Background: an optimization exercise with open tools, aiming at small area. Do not read the settings as production practice.
Function was not checked in any run shown here: the RTL went through the layout flow alone.

==> flow/design.v (outline; a module is shown in full before it is edited, if it fits) <==
// module altitude_reflex_chip: 2302 lines
// module reflex_fa: 4 lines
// module reflex_ha: 4 lines
module altitude_reflex_chip (
    input wire clk,
    input wire rst_n,
    input wire signed [15:0] altitude_current,
    input wire signed [15:0] altitude_target,
    input wire signed [15:0] velocity_z,
    input wire signed [15:0] accel_z,
    input wire [7:0] compliance,
    input wire signed [15:0] pid_kp,
    input wire signed [15:0] pid_ki,
    input wire signed [15:0] pid_kd,
    output wire signed [15:0] thrust_output,
    output reg control_valid
);
  // ...
==> flow/run.sh <==
#!/bin/bash
# synth_recipe.tcl (not shown) runs the flow's synth.tcl, then flattens the netlist and writes it again
# the make line also repeats each setting of config.mk as NAME=value (left out here)
make -C /OpenROAD-flow-scripts/flow DESIGN_CONFIG=/design/flow/config.mk WORK_HOME=/design/flow/orfs CLKGATE_MAP_FILE= SYNTH_SCRIPT=/design/flow/synth_recipe.tcl finish
==> flow/config.mk <==
export PLATFORM = sky130hd
export DESIGN_NAME = altitude_reflex_chip
export DESIGN_NICKNAME = altitude_reflex_chip
export VERILOG_FILES = /design/flow/design.v
export SDC_FILE = /design/flow/constraint.sdc
export NUM_CORES = 4
export LEC_CHECK = 0
export ABC_AREA = 1
export CAP_MARGIN = 20
export CORE_MARGIN = 2
export CORE_UTILIZATION = 40
export GPL_TIMING_DRIVEN = 0
export SLEW_MARGIN = 20
export SYNTH_HIERARCHICAL = 1
==> flow/constraint.sdc <==
create_clock -name core_clock -period 25.0 [get_ports {clk}]
set_input_delay 5.0000 -clock core_clock [delete_from_list [all_inputs] [get_ports {clk}]]
set_output_delay 5.0000 -clock core_clock [all_outputs]
set_load 0.01 [all_outputs]
==> results_dict.tcl, run 1 <==
set metrics [dict create \
    outcome "finished clean" \
    cp.arrival_ns 25.03 \
    area_dominant_class "multi-input combinational cells" \
    use_met2_pct 43.6 \
    cts-resized-gates 211 \
    worstReg2RegStart "integral[1]" \
    instances_no_fill 3267 \
    timing.slew.headroom_pct 35.0 \
    initial_utilization_pct 40.6 \
    drive_above_1_share_pct 17.0 \
    htree_levels 3 \
    drtPass1Iterations 7 \
    grt_max_degree 46 \
    crit_end "thrust[9]" \
    worstMarginPinSlew_ns 0.974 \
    synthAdderAreaFrac_pct 49.4 \
    met1Wirelength_mm 32.7 \
    reg_top3 "integral (17), derivative (16), last_error (16)" \
    tapCellCount 748 \
    worstSetupPathType "in -> reg" \
    final_nets 3209 \
    gp_congestion 1.01 \
    ff2ff_setup_slack_ns 3.76 \
    ys_seq_elements 61 \
    antenna_found_initial 1 \
    yosysWarnings 7 \
    fp-row-count 86 \
    path_max_fanout 10 \
    multiInputGateArea_sq_um 20200 \
    synthArstFlopShare_pct 100 \
    groute.layer.met3.usage_pct 4.24 \
    critPathSlowestCell "fa_1" \
    grt_overflow 0 \
    yosys.area_share.simple_pct 7.01 \
    path_depth 67 \
    fmax_mhz 40.4 \
]
==> run 2, diff against run 1 <==
--- a/flow/design.v
+++ b/flow/design.v
@@ -10,17 +10,19 @@
     input wire signed [15:0] pid_ki,
     input wire signed [15:0] pid_kd,
     output wire signed [15:0] thrust_output,
     output reg control_valid
 );
 reg [16:0] integral;
 reg [15:0] derivative;
 reg [15:0] last_error;
-reg [10:0] thrust;
+reg [10:0] pid_c_q;
+reg [7:0] l1c_q;
+reg [7:0] comp_q;
 wire n0 = ~altitude_current[0];
 wire n1 = ~altitude_current[1];
 wire n2 = ~altitude_current[2];
 wire n3 = ~altitude_current[3];
 wire n4 = ~altitude_current[4];
 wire n5 = ~altitude_current[5];
 wire n6 = ~altitude_current[6];
 wire n7 = ~altitude_current[7];
@@ -2003,134 +2005,134 @@
 reflex_ha us1979 (.a(n1951), .b(c1978), .s(s1979), .co(c1980));
 wire s1981, c1982;
 reflex_fa us1981 (.a(n1952), .b(n1918), .c(c1980), .s(s1981), .co(c1982));
 wire n1983 = ~c1982;
 wire [16:0] l1 = {n1983, s1981, s1979, s1977, s1975, s1973, s1971, s1969, s1967, s1965, s1963, s1961, s1959, s1957, s1955, s1953, accel_z[6]};
 wire l1_hi = ~l1[16] & (l1[15:0] > 16'd125);
 wire l1_lo = l1[16] & (l1[15:0] < 16'hFF83);
 wire [7:0] l1c = l1_hi ? 8'd125 : l1_lo ? 8'h83 : l1[7:0];
-wire n1984 = ~l1c[7];
-wire n1985 = ~l1c[7];
-wire n1986 = ~(l1c[5] ^ n1985);
-wire n1987 = l1c[5] | n1985;
-wire n1988 = ~(l1c[6] ^ n1987);
-wire n1989 = l1c[6] | n1987;
+wire n1984 = ~l1c_q[7];
+wire n1985 = ~l1c_q[7];
+wire n1986 = ~(l1c_q[5] ^ n1985);
+wire n1987 = l1c_q[5] | n1985;
+wire n1988 = ~(l1c_q[6] ^ n1987);
+wire n1989 = l1c_q[6] | n1987;
 wire s1990, c1991;
-reflex_ha us1990 (.a(l1c[0]), .b(l1c[2]), .s(s1990), .co(c1991));
+reflex_ha us1990 (.a(l1c_q[0]), .b(l1c_q[2]), .s(s1990), .co(c1991));
 wire s1992, c1993;
-reflex_fa us1992 (.a(l1c[1]), .b(l1c[3]), .c(c1991), .s(s1992), .co(c1993));
+reflex_fa us1992 (.a(l1c_q[1]), .b(l1c_q[3]), .c(c1991), .s(s1992), .co(c1993));
 wire s1994, c1995;
-reflex_fa us1994 (.a(l1c[2]), .b(l1c[4]), .c(c1993), .s(s1994), .co(c1995));
+reflex_fa us1994 (.a(l1c_q[2]), .b(l1c_q[4]), .c(c1993), .s(s1994), .co(c1995));
 wire s1996, c1997;
-reflex_fa us1996 (.a(l1c[3]), .b(l1c[5]), .c(c1995), .s(s1996), .co(c1997));
+reflex_fa us1996 (.a(l1c_q[3]), .b(l1c_q[5]), .c(c1995), .s(s1996), .co(c1997));
 wire s1998, c1999;
-reflex_fa us1998 (.a(l1c[4]), .b(l1c[6]), .c(c1997), .s(s1998), .co(c1999));
+reflex_fa us1998 (.a(l1c_q[4]), .b(l1c_q[6]), .c(c1997), .s(s1998), .co(c1999));
 wire s2000, c2001;
 reflex_ha us2000 (.a(n1986), .b(c1999), .s(s2000), .co(c2001));
 wire s2002, c2003;
 reflex_ha us2002 (.a(n1988), .b(c2001), .s(s2002), .co(c2003));
 wire s2004, c2005;
 reflex_fa us2004 (.a(n1984), .b(n1989), .c(c2003), .s(s2004), .co(c2005));
 wire n2006 = ~c2005;
-wire n2007 = compliance[0] ? l1c[1] : pid_c[0];
-wire n2008 = compliance[0] ? s1990 : pid_c[1];
-wire n2009 = compliance[0] ? s1992 : pid_c[2];
-wire n2010 = compliance[0] ? s1994 : pid_c[3];
-wire n2011 = compliance[0] ? s1996 : pid_c[4];
-wire n2012 = compliance[0] ? s1998 : pid_c[5];
-wire n2013 = compliance[0] ? s2000 : pid_c[6];
-wire n2014 = compliance[0] ? s2002 : pid_c[7];
-wire n2015 = compliance[0] ? s2004 : pid_c[8];
-wire n2016 = compliance[0] ? n2006 : pid_c[9];
-wire n2017 = compliance[0] ? n2006 : pid_c[10];
+wire n2007 = comp_q[0] ? l1c_q[1] : pid_c_q[0];
+wire n2008 = comp_q[0] ? s1990 : pid_c_q[1];
+wire n2009 = comp_q[0] ? s1992 : pid_c_q[2];
+wire n2010 = comp_q[0] ? s1994 : pid_c_q[3];
+wire n2011 = comp_q[0] ? s1996 : pid_c_q[4];
+wire n2012 = comp_q[0] ? s1998 : pid_c_q[5];
+wire n2013 = comp_q[0] ? s2000 : pid_c_q[6];
+wire n2014 = comp_q[0] ? s2002 : pid_c_q[7];
+wire n2015 = comp_q[0] ? s2004 : pid_c_q[8];
+wire n2016 = comp_q[0] ? n2006 : pid_c_q[9];
+wire n2017 = comp_q[0] ? n2006 : pid_c_q[10];
 wire n2018 = ~n2017;
-wire n2019 = compliance[1] ? l1c[1] : pid_c[0];
-wire n2020 = compliance[1] ? s1990 : pid_c[1];
-wire n2021 = compliance[1] ? s1992 : pid_c[2];
-wire n2022 = compliance[1] ? s1994 : pid_c[3];
-wire n2023 = compliance[1] ? s1996 : pid_c[4];
-wire n2024 = compliance[1] ? s1998 : pid_c[5];
-wire n2025 = compliance[1] ? s2000 : pid_c[6];
-wire n2026 = compliance[1] ? s2002 : pid_c[7];
-wire n2027 = compliance[1] ? s2004 : pid_c[8];
-wire n2028 = compliance[1] ? n2006 : pid_c[9];
-wire n2029 = compliance[1] ? n2006 : pid_c[10];
+wire n2019 = comp_q[1] ? l1c_q[1] : pid_c_q[0];
+wire n2020 = comp_q[1] ? s1990 : pid_c_q[1];
+wire n2021 = comp_q[1] ? s1992 : pid_c_q[2];
+wire n2022 = comp_q[1] ? s1994 : pid_c_q[3];
+wire n2023 = comp_q[1] ? s1996 : pid_c_q[4];
+wire n2024 = comp_q[1] ? s1998 : pid_c_q[5];
+wire n2025 = comp_q[1] ? s2000 : pid_c_q[6];
+wire n2026 = comp_q[1] ? s2002 : pid_c_q[7];
+wire n2027 = comp_q[1] ? s2004 : pid_c_q[8];
+wire n2028 = comp_q[1] ? n2006 : pid_c_q[9];
+wire n2029 = comp_q[1] ? n2006 : pid_c_q[10];
 wire n2030 = ~n2029;
-wire n2031 = compliance[2] ? l1c[1] : pid_c[0];
-wire n2032 = compliance[2] ? s1990 : pid_c[1];
-wire n2033 = compliance[2] ? s1992 : pid_c[2];
-wire n2034 = compliance[2] ? s1994 : pid_c[3];
-wire n2035 = compliance[2] ? s1996 : pid_c[4];
-wire n2036 = compliance[2] ? s1998 : pid_c[5];
-wire n2037 = compliance[2] ? s2000 : pid_c[6];
-wire n2038 = compliance[2] ? s2002 : pid_c[7];
-wire n2039 = compliance[2] ? s2004 : pid_c[8];
-wire n2040 = compliance[2] ? n2006 : pid_c[9];
-wire n2041 = compliance[2] ? n2006 : pid_c[10];
+wire n2031 = comp_q[2] ? l1c_q[1] : pid_c_q[0];
+wire n2032 = comp_q[2] ? s1990 : pid_c_q[1];
+wire n2033 = comp_q[2] ? s1992 : pid_c_q[2];
+wire n2034 = comp_q[2] ? s1994 : pid_c_q[3];
+wire n2035 = comp_q[2] ? s1996 : pid_c_q[4];
+wire n2036 = comp_q[2] ? s1998 : pid_c_q[5];
+wire n2037 = comp_q[2] ? s2000 : pid_c_q[6];
+wire n2038 = comp_q[2] ? s2002 : pid_c_q[7];
+wire n2039 = comp_q[2] ? s2004 : pid_c_q[8];
+wire n2040 = comp_q[2] ? n2006 : pid_c_q[9];
+wire n2041 = comp_q[2] ? n2006 : pid_c_q[10];
 wire n2042 = ~n2041;
-wire n2043 = compliance[3] ? l1c[1] : pid_c[0];
-wire n2044 = compliance[3] ? s1990 : pid_c[1];
-wire n2045 = compliance[3] ? s1992 : pid_c[2];
-wire n2046 = compliance[3] ? s1994 : pid_c[3];
-wire n2047 = compliance[3] ? s1996 : pid_c[4];
-wire n2048 = compliance[3] ? s1998 : pid_c[5];
-wire n2049 = compliance[3] ? s2000 : pid_c[6];
-wire n2050 = compliance[3] ? s2002 : pid_c[7];
-wire n2051 = compliance[3] ? s2004 : pid_c[8];
-wire n2052 = compliance[3] ? n2006 : pid_c[9];
-wire n2053 = compliance[3] ? n2006 : pid_c[10];
+wire n2043 = comp_q[3] ? l1c_q[1] : pid_c_q[0];
+wire n2044 = comp_q[3] ? s1990 : pid_c_q[1];
+wire n2045 = comp_q[3] ? s1992 : pid_c_q[2];
+wire n2046 = comp_q[3] ? s1994 : pid_c_q[3];
+wire n2047 = comp_q[3] ? s1996 : pid_c_q[4];
+wire n2048 = comp_q[3] ? s1998 : pid_c_q[5];
+wire n2049 = comp_q[3] ? s2000 : pid_c_q[6];
+wire n2050 = comp_q[3] ? s2002 : pid_c_q[7];
+wire n2051 = comp_q[3] ? s2004 : pid_c_q[8];
+wire n2052 = comp_q[3] ? n2006 : pid_c_q[9];
+wire n2053 = comp_q[3] ? n2006 : pid_c_q[10];
 wire n2054 = ~n2053;
-wire n2055 = compliance[4] ? l1c[1] : pid_c[0];
-wire n2056 = compliance[4] ? s1990 : pid_c[1];
-wire n2057 = compliance[4] ? s1992 : pid_c[2];
-wire n2058 = compliance[4] ? s1994 : pid_c[3];
-wire n2059 = compliance[4] ? s1996 : pid_c[4];
-wire n2060 = compliance[4] ? s1998 : pid_c[5];
-wire n2061 = compliance[4] ? s2000 : pid_c[6];
-wire n2062 = compliance[4] ? s2002 : pid_c[7];
-wire n2063 = compliance[4] ? s2004 : pid_c[8];
-wire n2064 = compliance[4] ? n2006 : pid_c[9];
-wire n2065 = compliance[4] ? n2006 : pid_c[10];
+wire n2055 = comp_q[4] ? l1c_q[1] : pid_c_q[0];
+wire n2056 = comp_q[4] ? s1990 : pid_c_q[1];
+wire n2057 = comp_q[4] ? s1992 : pid_c_q[2];
+wire n2058 = comp_q[4] ? s1994 : pid_c_q[3];
+wire n2059 = comp_q[4] ? s1996 : pid_c_q[4];
+wire n2060 = comp_q[4] ? s1998 : pid_c_q[5];
+wire n2061 = comp_q[4] ? s2000 : pid_c_q[6];
+wire n2062 = comp_q[4] ? s2002 : pid_c_q[7];
+wire n2063 = comp_q[4] ? s2004 : pid_c_q[8];
+wire n2064 = comp_q[4] ? n2006 : pid_c_q[9];
+wire n2065 = comp_q[4] ? n2006 : pid_c_q[10];
 wire n2066 = ~n2065;
-wire n2067 = compliance[5] ? l1c[1] : pid_c[0];
-wire n2068 = compliance[5] ? s1990 : pid_c[1];
-wire n2069 = compliance[5] ? s1992 : pid_c[2];
-wire n2070 = compliance[5] ? s1994 : pid_c[3];
-wire n2071 = compliance[5] ? s1996 : pid_c[4];
-wire n2072 = compliance[5] ? s1998 : pid_c[5];
-wire n2073 = compliance[5] ? s2000 : pid_c[6];
-wire n2074 = compliance[5] ? s2002 : pid_c[7];
-wire n2075 = compliance[5] ? s2004 : pid_c[8];
-wire n2076 = compliance[5] ? n2006 : pid_c[9];
-wire n2077 = compliance[5] ? n2006 : pid_c[10];
+wire n2067 = comp_q[5] ? l1c_q[1] : pid_c_q[0];
+wire n2068 = comp_q[5] ? s1990 : pid_c_q[1];
+wire n2069 = comp_q[5] ? s1992 : pid_c_q[2];
+wire n2070 = comp_q[5] ? s1994 : pid_c_q[3];
+wire n2071 = comp_q[5] ? s1996 : pid_c_q[4];
+wire n2072 = comp_q[5] ? s1998 : pid_c_q[5];
+wire n2073 = comp_q[5] ? s2000 : pid_c_q[6];
+wire n2074 = comp_q[5] ? s2002 : pid_c_q[7];
+wire n2075 = comp_q[5] ? s2004 : pid_c_q[8];
+wire n2076 = comp_q[5] ? n2006 : pid_c_q[9];
+wire n2077 = comp_q[5] ? n2006 : pid_c_q[10];
 wire n2078 = ~n2077;
-wire n2079 = compliance[6] ? l1c[1] : pid_c[0];
-wire n2080 = compliance[6] ? s1990 : pid_c[1];
-wire n2081 = compliance[6] ? s1992 : pid_c[2];
-wire n2082 = compliance[6] ? s1994 : pid_c[3];
-wire n2083 = compliance[6] ? s1996 : pid_c[4];
-wire n2084 = compliance[6] ? s1998 : pid_c[5];
-wire n2085 = compliance[6] ? s2000 : pid_c[6];
-wire n2086 = compliance[6] ? s2002 : pid_c[7];
-wire n2087 = compliance[6] ? s2004 : pid_c[8];
-wire n2088 = compliance[6] ? n2006 : pid_c[9];
-wire n2089 = compliance[6] ? n2006 : pid_c[10];
+wire n2079 = comp_q[6] ? l1c_q[1] : pid_c_q[0];
+wire n2080 = comp_q[6] ? s1990 : pid_c_q[1];
+wire n2081 = comp_q[6] ? s1992 : pid_c_q[2];
+wire n2082 = comp_q[6] ? s1994 : pid_c_q[3];
+wire n2083 = comp_q[6] ? s1996 : pid_c_q[4];
+wire n2084 = comp_q[6] ? s1998 : pid_c_q[5];
+wire n2085 = comp_q[6] ? s2000 : pid_c_q[6];
+wire n2086 = comp_q[6] ? s2002 : pid_c_q[7];
+wire n2087 = comp_q[6] ? s2004 : pid_c_q[8];
+wire n2088 = comp_q[6] ? n2006 : pid_c_q[9];
+wire n2089 = comp_q[6] ? n2006 : pid_c_q[10];
 wire n2090 = ~n2089;
-wire n2091 = compliance[7] ? l1c[1] : pid_c[0];
-wire n2092 = compliance[7] ? s1990 : pid_c[1];
-wire n2093 = compliance[7] ? s1992 : pid_c[2];
-wire n2094 = compliance[7] ? s1994 : pid_c[3];
-wire n2095 = compliance[7] ? s1996 : pid_c[4];
-wire n2096 = compliance[7] ? s1998 : pid_c[5];
-wire n2097 = compliance[7] ? s2000 : pid_c[6];
-wire n2098 = compliance[7] ? s2002 : pid_c[7];
-wire n2099 = compliance[7] ? s2004 : pid_c[8];
-wire n2100 = compliance[7] ? n2006 : pid_c[9];
-wire n2101 = compliance[7] ? n2006 : pid_c[10];
+wire n2091 = comp_q[7] ? l1c_q[1] : pid_c_q[0];
+wire n2092 = comp_q[7] ? s1990 : pid_c_q[1];
+wire n2093 = comp_q[7] ? s1992 : pid_c_q[2];
+wire n2094 = comp_q[7] ? s1994 : pid_c_q[3];
+wire n2095 = comp_q[7] ? s1996 : pid_c_q[4];
+wire n2096 = comp_q[7] ? s1998 : pid_c_q[5];
+wire n2097 = comp_q[7] ? s2000 : pid_c_q[6];
+wire n2098 = comp_q[7] ? s2002 : pid_c_q[7];
+wire n2099 = comp_q[7] ? s2004 : pid_c_q[8];
+wire n2100 = comp_q[7] ? n2006 : pid_c_q[9];
+wire n2101 = comp_q[7] ? n2006 : pid_c_q[10];
 wire n2102 = ~n2101;
 wire s2103, c2104;
 reflex_fa us2103 (.a(n2009), .b(n2020), .c(n2031), .s(s2103), .co(c2104));
 wire s2105, c2106;
 reflex_fa us2105 (.a(n2010), .b(n2021), .c(n2032), .s(s2105), .co(c2106));
 wire s2107, c2108;
 reflex_fa us2107 (.a(n2043), .b(c2104), .c(s2105), .s(s2107), .co(c2108));
 wire s2109, c2110;
@@ -2286,23 +2288,28 @@
     end else begin
         integral <= {n162, n161, n160, n158, n156, n154, n152, n150, n148, n146, n144, n142, n140, n138, n136, n134, n132};
         derivative <= {n95, s92, s90, s88, s86, s84, s82, s80, s78, s76, s74, s72, s70, s68, s66, n64};
         last_error <= {n47, s44, s42, s40, s38, s36, s34, s32, s30, s28, s26, s24, s22, s20, s18, n16};
     end
 end
 always @(posedge clk or negedge rst_n) begin
     if (!rst_n) begin
-        thrust <= 11'd0;
+        pid_c_q <= 11'd0;
+        l1c_q <= 8'd0;
+        comp_q <= 8'd0;
         control_valid <= 1'b0;
     end else begin
-        thrust <= {n2253, s2251, s2249, s2247, s2245, s2243, s2241, s2239, s2237, s2235, s2233};
+        pid_c_q <= pid_c;
+        l1c_q <= l1c;
+        comp_q <= compliance;
         control_valid <= 1'b1;
     end
 end
+wire [10:0] thrust = {n2253, s2251, s2249, s2247, s2245, s2243, s2241, s2239, s2237, s2235, s2233};
 assign thrust_output = {{5{thrust[10]}}, thrust};
 endmodule
 module reflex_fa (input wire a, input wire b, input wire c, output wire s, output wire co);
 assign s = a ^ b ^ c;
 assign co = (a & b) | (a & c) | (b & c);
 endmodule
 module reflex_ha (input wire a, input wire b, output wire s, output wire co);
 assign s = a ^ b;
==> run 2 against run 1 <==
Clock-buffer cell count is the same; routed wire length grew 2.5%; highest routed layer unchanged; sequential share of layout area grew 1.3 points; die area grew 11%; still clean.
==> results_dict.tcl, run 2 <==
set metrics [dict create \
    outcome "finished clean" \
    yosysTopAreaCellShare_pct 41.9 \
    cpPeakStageDelay_ns 0.51 \
    timing.slew.headroom_pct 40.5 \
    instances_no_fill 3396 \
    die-area_sq_um 64100 \
    period_share_pct 81.7 \
    dieHeight_microns 253 \
    avgSynthCellArea_sq_um 10.3 \
    io_buffers 122 \
    synthArstFlopShare_pct 100 \
    cts-resized-gates 0 \
    final_cell_mix "fa_1 (520), xor2_1 (372), nand2_1 (274), o22ai_2 (206), inv_1 (191)" \
    ys_types 39 \
    clk_latency_ns 0.35 \
    yosysWarnings 7 \
    critPathCaptureType "flip-flop" \
    synth_top_family_by_area "adder cells" \
    synth.most_common_cell "fa_1" \
    synthXorXnorAreaFrac_pct 13.1 \
    crit_top_cell "fa_1" \
    path_clk_slew_ns 0.06 \
    dpl.hpwl_mm 66.7 \
    grt_pass1_vias 20000 \
    cp.arrival_ns 20.68 \
    postRouteAntennaNets 0 \
    clock_skew_ns 0.0107 \
    path_max_fanout 10 \
    grt_max_degree 59 \
    vias_per_cell 5.47 \
    io_pins 139 \
    placed_cells 3380 \
    largest_reg_flops 17 \
    cts_tree "yes" \
    synthTopCellsByCount "fa_1 (520), xor2_1 (372), nand2_1 (274)" \
    worstMarginPinSlew_ns 0.885 \
    drive_above_1_share_pct 18.3 \
    critPathSlowestCell "clkdlybuf4s50_1" \
    cts_post_setup_buffers_inserted 0 \
    grt_pass1_wl_mm 121 \
    wl_per_cell_microns 23.2 \
    synth-seq-area-share_pct 7.76 \
    cts-root-buf "clkbuf_16" \
    worstSetupPathType "in -> reg" \
    synthesis.area_sq_um 24800 \
    area_delta_synth_final_pct 10.5 \
    drtIter0Drc 1280 \
    die_w_microns 253 \
    syn-num-nets 3115 \
    fin_tns_setup_ns 0 \
    finalSetupViolations 0 \
    antenna_found_initial 3 \
    reg_top3 "integral (17), derivative (16), last_error (16)" \
    hold_buffers 0 \
    rsz0062_at_grt "no" \
    drtPass1Iterations 5 \
    cts_max_path_buffers 2 \
    min_period_ns 20.44 \
    vias 18600 \
    synthTopCellsByArea "fa_1 (42%), xor2_1 (13%), o22ai_2 (10%)" \
    syn_inst 2420 \
    synth_edf_count 0 \
    htree_levels 3 \
    yosys.area_share.simple_pct 9.35 \
    core-area_sq_um 61600 \
    ys_seq_elements 77 \
    routed_wl_mm 78.7 \
    final_core_util_pct 44.5 \
    final_nets 3249 \
    top_register "integral" \
    drc 0 \
    synth_top_cell_by_area "fa_1" \
    worst_hold_slack_ns 0.521 \
    fp-row-count 91 \
    diodes 0 \
    cts_buffers 9 \
    grt_overflow 0 \
    fmax_mhz 48.9 \
    muxShareOfSynthArea_pct 0 \
    initial_utilization_pct 40.3 \
    drv_cap 0 \
    finalHoldViolations 0 \
    slew_viol_final 0 \
    synth-compound-area-share_pct 16.9 \
    clock_sinks 77 \
    final_common_cell "fa_1" \
    required_ns 25.24 \
    track_usage_pct 25.0 \
    min_path_type "reg -> reg" \
    gp_congestion 0.984 \
    synthAdderAreaFrac_pct 44.6 \
    ys.flop_type "dfrtp_1" \
    startpoint_type "primary input" \
]
run 2: changes by cell type after synthesis, moves of 12 or more:
cell,previous run,this run
nand2_4,2,18
dfrtp_1,61,77
clkbuf_1,63,29
buf_1,30,12
buf_6,6,29
buf_4,26,52
o21ai_1,13,1
nand2_1,208,274
o21ai_0,104,89
o22ai_2,1,206
buf_2,49,61
o22ai_1,348,137
nand2_2,19,48
xor2_1,387,372
run 2: critical path: cells and delay by family:
| family | cells | cell delay [ns] |
|---|---|---|
| adder cells (fa/ha/maj) | 39 | 13.11 |
| AO/OA/AOI/OAI | 1 | 0.22 |
| XOR/XNOR | 1 | 0.19 |
| buffers and inverters | 5 | 1.27 |
| AND/OR/NAND/NOR | 7 | 0.86 |
run 2: Yosys stat by module, one instance, submodules excluded:
module                times used  cells  area (sq um)
altitude_reflex_chip           1   1876         14100
reflex_fa                    520      1          20.0
reflex_ha                     24      1          12.5
run 2: per-stage QoR:
stage | setup slack [ns] | area [sq um]
after global routing | 4.05 | 27400
after CTS | 4.59 | 27400
after global placement | 4.33 | 27100
after floorplan | 6.06 | 24800
after detailed placement | 4.26 | 27100
final | 4.56 | 27400
run 2: metal layers:
metal / global-route usage, % / routed length (microns) / vias up
met1: 34.5 / 33800 / 9673
met3: 3.92 / 5610 / 94
met2: 41.1 / 37400 / 670
met4: 6.32 / 1940 / 2
met5: 0 / 16 / -
li1: - / - / 8125
run 2: layout make-up:
cell class	count	area [sq um]
Timing Repair Buffer	123	1250
Fill cell	5927	34200
Clock inverter	7	80.1
Buffer	191	1230
Inverter	220	836
Sequential cell	77	1930
Clock buffer	9	225
Tap cell	837	1050
Multi-Input combinational cell	1932	20900
run 2: kinds of logic (layout without fill, tap and decap cells):
kind of cell             Yosys count  after routing
adder cells (fa/ha/maj)          573            573
AND/OR/NAND/NOR                  502            502
AO/OA/AOI/OAI                    484            484
buffers and inverters            411            550
XOR/XNOR                         372            372
flip-flops                        77             77
other                              1              1
run 2: path summary, 6_finish.rpt:
path                          startpoint       endpoint  slack [ns]  cells after the start
max                            pid_ki[0]     pid_c_q[4]        4.56                     53
min                        last_error[0]  derivative[0]        0.52                      2
max reg2reg                  integral[1]     pid_c_q[4]        9.17                     52
min reg2reg                last_error[0]  derivative[0]        0.52                      2
max in group asynchronous          rst_n   integral[10]       19.85                      2
min in group asynchronous          rst_n      comp_q[1]        4.54                      1

separate check: timing with driven ports:
Ports are ideal in the flow. The routed layouts listed here were re-timed in OpenROAD. Step 1 assumes that a clkbuf_16 drives the clock port and a buf_2 every other input. Step 2 times the ports against the registers' clock, not the clock port: input delays grow and output delays shrink by t, the midpoint of the rising clock arrivals with the driver on. a / b / c = ideal / step 1 / step 2; a / b = the first two.
| run | t (ns) | setup WS [ns] | clock arrival spread, ns |
|---|---|---|---|
| run 1 | 0.386 | 0.250 / 0.256 / -0.130 | 0.014 / 0.014 |
| run 2 | 0.388 | 4.563 / 4.583 / 4.196 | 0.013 / 0.013 |
With both steps, setup timing fails in run 1, where it was met with ideal ports. The setup slack of run 1, which loses most, moves by +0.006 ns with the drivers and by -0.380 ns with both steps.
